This design comes from an exercise in tuning for small area, a short achievable clock period and few clock cycles on the open sky130 flow, not from production work. At most, simulation tests tie the RTL to the original design; equivalence was not proved.

## old
## RiscvSingleCycle_riscv_core
module RiscvSingleCycle_riscv_core (
    input var logic clk,
    input var logic rst,  
    output var logic [32-1:0] imem_addr ,
    input  var logic [32-1:0] imem_rdata,
    output var logic [32-1:0] dmem_addr ,
    output var logic [32-1:0] dmem_wdata,
    input  var logic [32-1:0] dmem_rdata,
    output var logic          dmem_we   ,
    output var logic          dmem_re
);
clock: 150.0 ns
lec_check: 0
cap_margin: 20
core_margin: 2
core_utilization: 30
place_density: 0.4
slew_margin: 20
standard.sh (not shown) runs the stock make flow with config.mk's settings and CLKGATE_MAP_FILE= SYNTH_SCRIPT=/design/flow/synth_recipe.tcl, a recipe that flattens the netlist after the stock synthesis.
==> flow/flow/run.sh <==
#!/bin/bash
# The standard layout (the standard.sh: ORFS synthesis to final layout,
# unchanged), with two changes to how the ports' paths are built:
#  - the buffers ORFS puts on every input and output port are plain
#    sky130_fd_sc_hd__buf_2 cells instead of the delay-buffer cells buffer_ports
#    picks by default;
#  - after placement, each flip-flop that drives an output port's buffer is
#    resized to its 4x drive strength (same cell function), then the placement
#    is legalized again (flow/upsize.tcl).
# Each tool's full output goes to a log file here (ORFS also keeps its per-step
# logs under orfs/logs/).
set -euo pipefail
export BUFFER_PORTS_ARGS="-buffer_cell sky130_fd_sc_hd__buf_2"
bash standard.sh place > flow_place.log 2>&1
R=orfs/results/$FLOW_PLATFORM/RiscvSingleCycle_riscv_core/base
UPSIZE_DB=$R/3_place.odb openroad -no_init -exit flow/upsize.tcl > upsize.log 2>&1
bash standard.sh > flow.log 2>&1
==> flow/flow/upsize.tcl <==
# Resize every flip-flop that drives an output port's buffer to 4x drive, then
# legalize the placement. Reads and rewrites $::env(UPSIZE_DB).
read_liberty $::env(FLOW_HOME)/platforms/sky130hd/lib/sky130_fd_sc_hd__tt_025C_1v80.lib
read_db $::env(UPSIZE_DB)
set n 0
foreach port [get_ports -filter "direction == output"] {
  set net [get_nets [get_name $port]]
  foreach drv [get_pins -of_objects $net -filter "direction == output"] {
    set buf [get_cells -of_objects $drv]
    foreach ip [get_pins -of_objects $buf -filter "direction == input"] {
      set n2 [get_nets -of_objects $ip]
      foreach p2 [get_pins -of_objects $n2 -filter "direction == output"] {
        set ff [get_cells -of_objects $p2]
        set m [get_property $ff ref_name]
        if {[regexp {^(sky130_fd_sc_hd__(dfxtp|dfrtp|dfstp|edfxtp))_[12]$} $m -> base]} {
          set to ${base}_4
          if {[llength [get_lib_cells */$to]] == 0} { set to ${base}_2 }
          if {[llength [get_lib_cells */$to]] == 0} { continue }
          puts "upsize [get_full_name $ff] $m -> $to"
          replace_cell $ff $to
          incr n
        }
      }
    }
  }
}
puts "upsized $n flip-flops"
detailed_placement
check_placement -verbose
write_db $::env(UPSIZE_DB)
Testbench counts of old, summed over its fixed seeds: cycles 94,172.
Setup changes, old to new
diff --git a/flow/design.v b/flow/design.v
--- a/flow/design.v
+++ b/flow/design.v
@@ -85,15 +85,15 @@
             3'b011:  alu_res = {31'h0, ltu};
             3'b100:  alu_res = rs1v ^ alu_b;
             3'b101:  alu_res = shr;
             3'b110:  alu_res = rs1v | alu_b;
             default: alu_res = rs1v & alu_b;
         endcase
     end
-    logic        first, m_short, mul_last, d_zero, d_big, a8, a16, div_last, m_last, is_div;
+    logic        first, m_short, mul_last, d_zero, d_big, div_last, m_last, is_div;
     logic        sa, sb, dsigned, a_neg, b_neg;
     logic [32:0] hi_in, a33, mul_hi;
     logic [31:0] lo_in, mul_lo, mul_res, a_mag, dv, r, q, res_pre, div_res, mdu_res;
     logic [37:0] mstep, op0, op1, op2, op3, op4, s1, c1, s2, c2, s3, c3;
     logic        neg3, cc;
     logic [32:0] x;
     logic [33:0] t;
@@ -106,38 +106,30 @@
         dsigned  = !f3[0];                    
         a_neg    = dsigned && rs1v[31];
         b_neg    = dsigned && rs2v[31];
         m_short  = rs1v == 32'h0 || (sb ? (rs2v[31:3] == 29'h0 || rs2v[31:3] == 29'h1FFFFFFF) : rs2v[31:4] == 28'h0);
         mul_last = m_short || cnt == 4'd7;
         d_zero   = rs2v == 32'h0;
         d_big    = b_neg ? rs2v[31:28] != 4'hF : rs2v[31:28] != 4'h0;
+        div_last = d_zero || (d_big ? cnt == 4'd1 : cnt == 4'd15);
+        m_last   = is_div ? div_last : mul_last;
         orx = 1'b0;
         for (int i = 0; i < 32; i++) begin
             a_mag[i] = rs1v[i] ^ (a_neg & orx);
             orx      = orx | rs1v[i];
         end
-        a8       = a_mag[31:8] == 24'h0;
-        a16      = a_mag[31:16] == 16'h0;
-        div_last = d_zero || (d_big ? cnt == 4'd1 : (a8 ? cnt == 4'd3 : (a16 ? cnt == 4'd7 : cnt == 4'd15)));
-        m_last   = is_div ? div_last : mul_last;
         if (!first) begin
             hi_in = {hi32, dm_addr};
             lo_in = wb_val;
         end else if (!is_div) begin
             hi_in = 33'h0;
             lo_in = rs2v;
         end else if (d_big) begin
             hi_in = {5'h0, a_mag[31:4]};
             lo_in = {a_mag[3:0], 28'h0};
-        end else if (a8) begin
-            hi_in = 33'h0;
-            lo_in = {a_mag[7:0], 24'h0};
-        end else if (a16) begin
-            hi_in = 33'h0;
-            lo_in = {a_mag[15:0], 16'h0};
         end else begin
             hi_in = 33'h0;
             lo_in = a_mag;
         end
         a33  = {sa && rs1v[31], rs1v};
         neg3 = sb && mul_last && lo_in[3];
         op0  = {{5{hi_in[32]}}, hi_in};
The final critical-path share of the clock period of old and that of new are within noise of each other. new against old: number of multi-input logic gates neither gained nor lost much, pin count of the biggest net entering global routing decreased by 20 relative to the old numbers, hold slack grew by 0.022 ns. Relative to old, new improves least setup slack across all paths after layout.
No functional check of the RTL was part of new.

red:
Another version of the RTL of RiscvSingleCycle_riscv_core (not shown whole).
For scale: about 6200 cells after synthesis, ~630 flip-flops, about 160 I/O pins, roughly 0.057 mm^2 of cells after synthesis.
export LEC_CHECK = 0
export CAP_MARGIN = 20
export CORE_MARGIN = 2
export CORE_UTILIZATION = 30
export PLACE_DENSITY = 0.4
export SLEW_MARGIN = 20
create_clock -name core_clock -period 150.0 [get_ports {clk}]
run.sh (not shown) runs the stock make flow with config.mk's settings and CLKGATE_MAP_FILE= SYNTH_SCRIPT=/design/flow/synth_recipe.tcl, a recipe that flattens the netlist after the stock synthesis.
Stock flow here: none of the scripts above is used.
Testbench counts of red, summed over its fixed seeds: cycles 89,953.
Changes in blue relative to red:
diff --git a/flow/design.v b/flow/design.v
--- a/flow/design.v
+++ b/flow/design.v
@@ -7,62 +7,53 @@
     output var logic [32-1:0] dmem_wdata,
     input  var logic [32-1:0] dmem_rdata,
     output var logic          dmem_we   ,
     output var logic          dmem_re
 );
     logic [31:1]       pc;     
     logic [31:0]       ir;     
     logic [15:1]       valid;  
     logic [15:1][31:0] regs;
     logic [2:0]        cnt;    
     logic [32:0]       hi;
     logic [31:0]       lo;
+    logic [31:0]       rs1v;   
+    logic [31:0]       rs2v;
     logic [6:0] opc;
     logic [2:0] f3;
-    logic [3:0] rs1, rs2, rd;
+    logic [3:0] rd;
     always_comb opc = ir[6:0];
     always_comb f3  = ir[14:12];
-    always_comb rs1 = ir[18:15];
-    always_comb rs2 = ir[23:20];
     always_comb rd  = ir[10:7];
     logic is_lui, is_auipc, is_jal, is_jalr, is_br, is_ld, is_st, is_opimm, is_op, is_m, is_alur;
     always_comb begin
         is_lui   = opc == 7'b0110111;
         is_auipc = opc == 7'b0010111;
         is_jal   = opc == 7'b1101111;
         is_jalr  = opc == 7'b1100111;
         is_br    = opc == 7'b1100011;
         is_ld    = opc == 7'b0000011;
         is_st    = opc == 7'b0100011;
         is_opimm = opc == 7'b0010011;
         is_op    = opc == 7'b0110011;
         is_m     = is_op && ir[31:25] == 7'b0000001;
         is_alur  = is_op && !is_m;
     end
     logic [31:0] imm_i, imm_s, imm_b, imm_u, imm_j;
     always_comb begin
         imm_i = {{20{ir[31]}}, ir[31:20]};
         imm_s = {{20{ir[31]}}, ir[31:25], ir[11:7]};
         imm_b = {{19{ir[31]}}, ir[31], ir[7], ir[30:25], ir[11:8], 1'b0};
         imm_u = {ir[31:12], 12'h0};
         imm_j = {{11{ir[31]}}, ir[31], ir[19:12], ir[20], ir[30:21], 1'b0};
-    end
-    logic [31:0] rs1v, rs2v;
-    always_comb begin
-        rs1v = '0;
-        rs2v = '0;
-        for (int i = 1; i < 16; i++) begin
-            rs1v = rs1v | (regs[i] & {32{valid[i] && rs1 == 4'(i)}});
-            rs2v = rs2v | (regs[i] & {32{valid[i] && rs2 == 4'(i)}});
-        end
     end
     logic [31:0] alu_b, bx, sum, alu_res, shr, shl, sh_in;
     logic        sub, cout, ltu, lts, eq, taken;
     logic signed [32:0] sh_sin, sh_full;
     always_comb begin
         alu_b = (is_op || is_br) ? rs2v : (is_st ? imm_s : imm_i);
         sub   = is_br || ((is_op || is_opimm) && f3[2:1] == 2'b01) || (is_alur && f3 == 3'b000 && ir[30]);
         bx    = alu_b ^ {32{sub}};
         {cout, sum} = {1'b0, rs1v} + {1'b0, bx} + {32'h0, sub};
         ltu   = !cout;
         lts   = (rs1v[31] ^ alu_b[31]) ? rs1v[31] : sum[31];
         eq    = rs1v == alu_b;
@@ -148,41 +139,57 @@
         if (stall)                        fa = pcf;
         else if (is_jal || (is_br && taken)) fa = pcadd;
         else if (is_jalr)                 fa = {sum[31:1], 1'b0};
         else                              fa = pc4;
         we = is_lui || is_auipc || is_jal || is_jalr || is_ld || is_opimm || is_alur || (is_m && m_last);
         if (is_ld)                    wd = dmem_rdata;
         else if (is_lui)              wd = imm_u;
         else if (is_auipc)            wd = pcadd;
         else if (is_jal || is_jalr)   wd = pc4;
         else if (is_m)                wd = mdu_res;
         else                          wd = alu_res;
     end
+    logic [3:0]  nrs1, nrs2;
+    logic [31:0] nrs1v, nrs2v;
+    always_comb begin
+        nrs1  = imem_rdata[18:15];
+        nrs2  = imem_rdata[23:20];
+        nrs1v = '0;
+        nrs2v = '0;
+        for (int i = 1; i < 16; i++) begin
+            nrs1v = nrs1v | (regs[i] & {32{valid[i] && nrs1 == 4'(i)}});
+            nrs2v = nrs2v | (regs[i] & {32{valid[i] && nrs2 == 4'(i)}});
+        end
+        if (we && rd == nrs1 && nrs1 != 4'd0) nrs1v = wd;
+        if (we && rd == nrs2 && nrs2 != 4'd0) nrs2v = wd;
+    end
     always_comb imem_addr  = fa;
     always_comb dmem_addr  = sum;
     always_comb dmem_wdata = rs2v;
     always_comb dmem_we    = is_st;
     always_comb dmem_re    = is_ld;
     always_ff @ (posedge clk, negedge rst) begin
         if (!rst) begin
             pc    <= 31'h7FFFFFFE;  
             ir[0] <= 1'b0;          
             cnt   <= 3'd0;
             valid <= '0;
         end else begin
             pc    <= fa[31:1];
             ir[0] <= imem_rdata[0];
             cnt   <= (is_m && !m_last) ? cnt + 3'd1 : 3'd0;
             for (int i = 1; i < 16; i++) begin
                 if (we && rd == 4'(i)) valid[i] <= 1'b1;
             end
         end
     end
     always_ff @ (posedge clk) begin
         ir[31:1] <= imem_rdata[31:1];
+        rs1v     <= nrs1v;
+        rs2v     <= nrs2v;
         hi       <= is_div ? {1'b0, r} : mul_hi;
         lo       <= is_div ? q : mul_lo;
         for (int i = 1; i < 16; i++) begin
             if (we && rd == 4'(i)) regs[i] <= wd;
         end
     end
 endmodule
### Flow results
Compared with red, blue shows a higher post-DP HPWL. Between red and blue, async set or reset register ratio after synthesis decreased. Between blue and red, the portion of the post-synthesis area used by sequential elements is higher for blue. Changes observed in blue relative to red: max-capacitance violation count ~0 delta; filler cell count in the final layout higher; met1 layer usage reported by global route now sits lower; via count of the first global-routing pass climbed about 9%; simple logic cell fraction of the synthesized area -1.0 points. When blue is set beside red, its number of register bits inferred by synthesis turns out to be about 10% larger. Comparing blue and red, sequential cell area share is higher on blue. Global-route wire length before repair delta for blue relative to red: about 8% higher. Setup WNS red -> blue: better. The area fraction of clock buffers and clock inverters on blue is in line with that on red.
For blue, only the layout was checked, not whether the RTL still works.

==> separate check: timing with driven ports <==
How much do the figures lean on ideal ports? The routed layouts below were timed once more, with nothing changed but the port constraints. Step 1: set_driving_cell puts a clkbuf_16 on clk and a buf_2 on each other input, an assumption about the parent block. Step 2 adds t to the input delays and takes it off the output delays; t is the mean of the earliest and latest rising clock arrival at the registers after step 1. Input paths then give back, and output paths get back, about the clock's delay inside the block. Slacks: ideal / step 1 / step 2; pairs: ideal / step 1.
run | shift t [ns] | setup slack, ns | latest minus earliest clock arrival (ns) | worst register clock-pin slew, ns | pins driven straight from the clock port
old | 0.794 | 118.360 / 118.278 / 118.337 | 0.073 / 0.072 | 0.07 / 0.07 | 1
new | 0.810 | 118.427 / 118.346 / 118.512 | 0.089 / 0.090 | 0.07 / 0.07 | 1
red | 0.797 | 108.452 / 108.369 / 109.167 | 0.070 / 0.071 | 0.07 / 0.07 | 1
blue | 0.778 | 110.540 / 110.457 / 111.235 | 0.085 / 0.086 | 0.08 / 0.08 | 1
After both steps setup and hold are still met in every run listed. For old, which loses most, drivers alone change the setup slack by -0.082 ns; drivers and shift together by -0.023 ns.
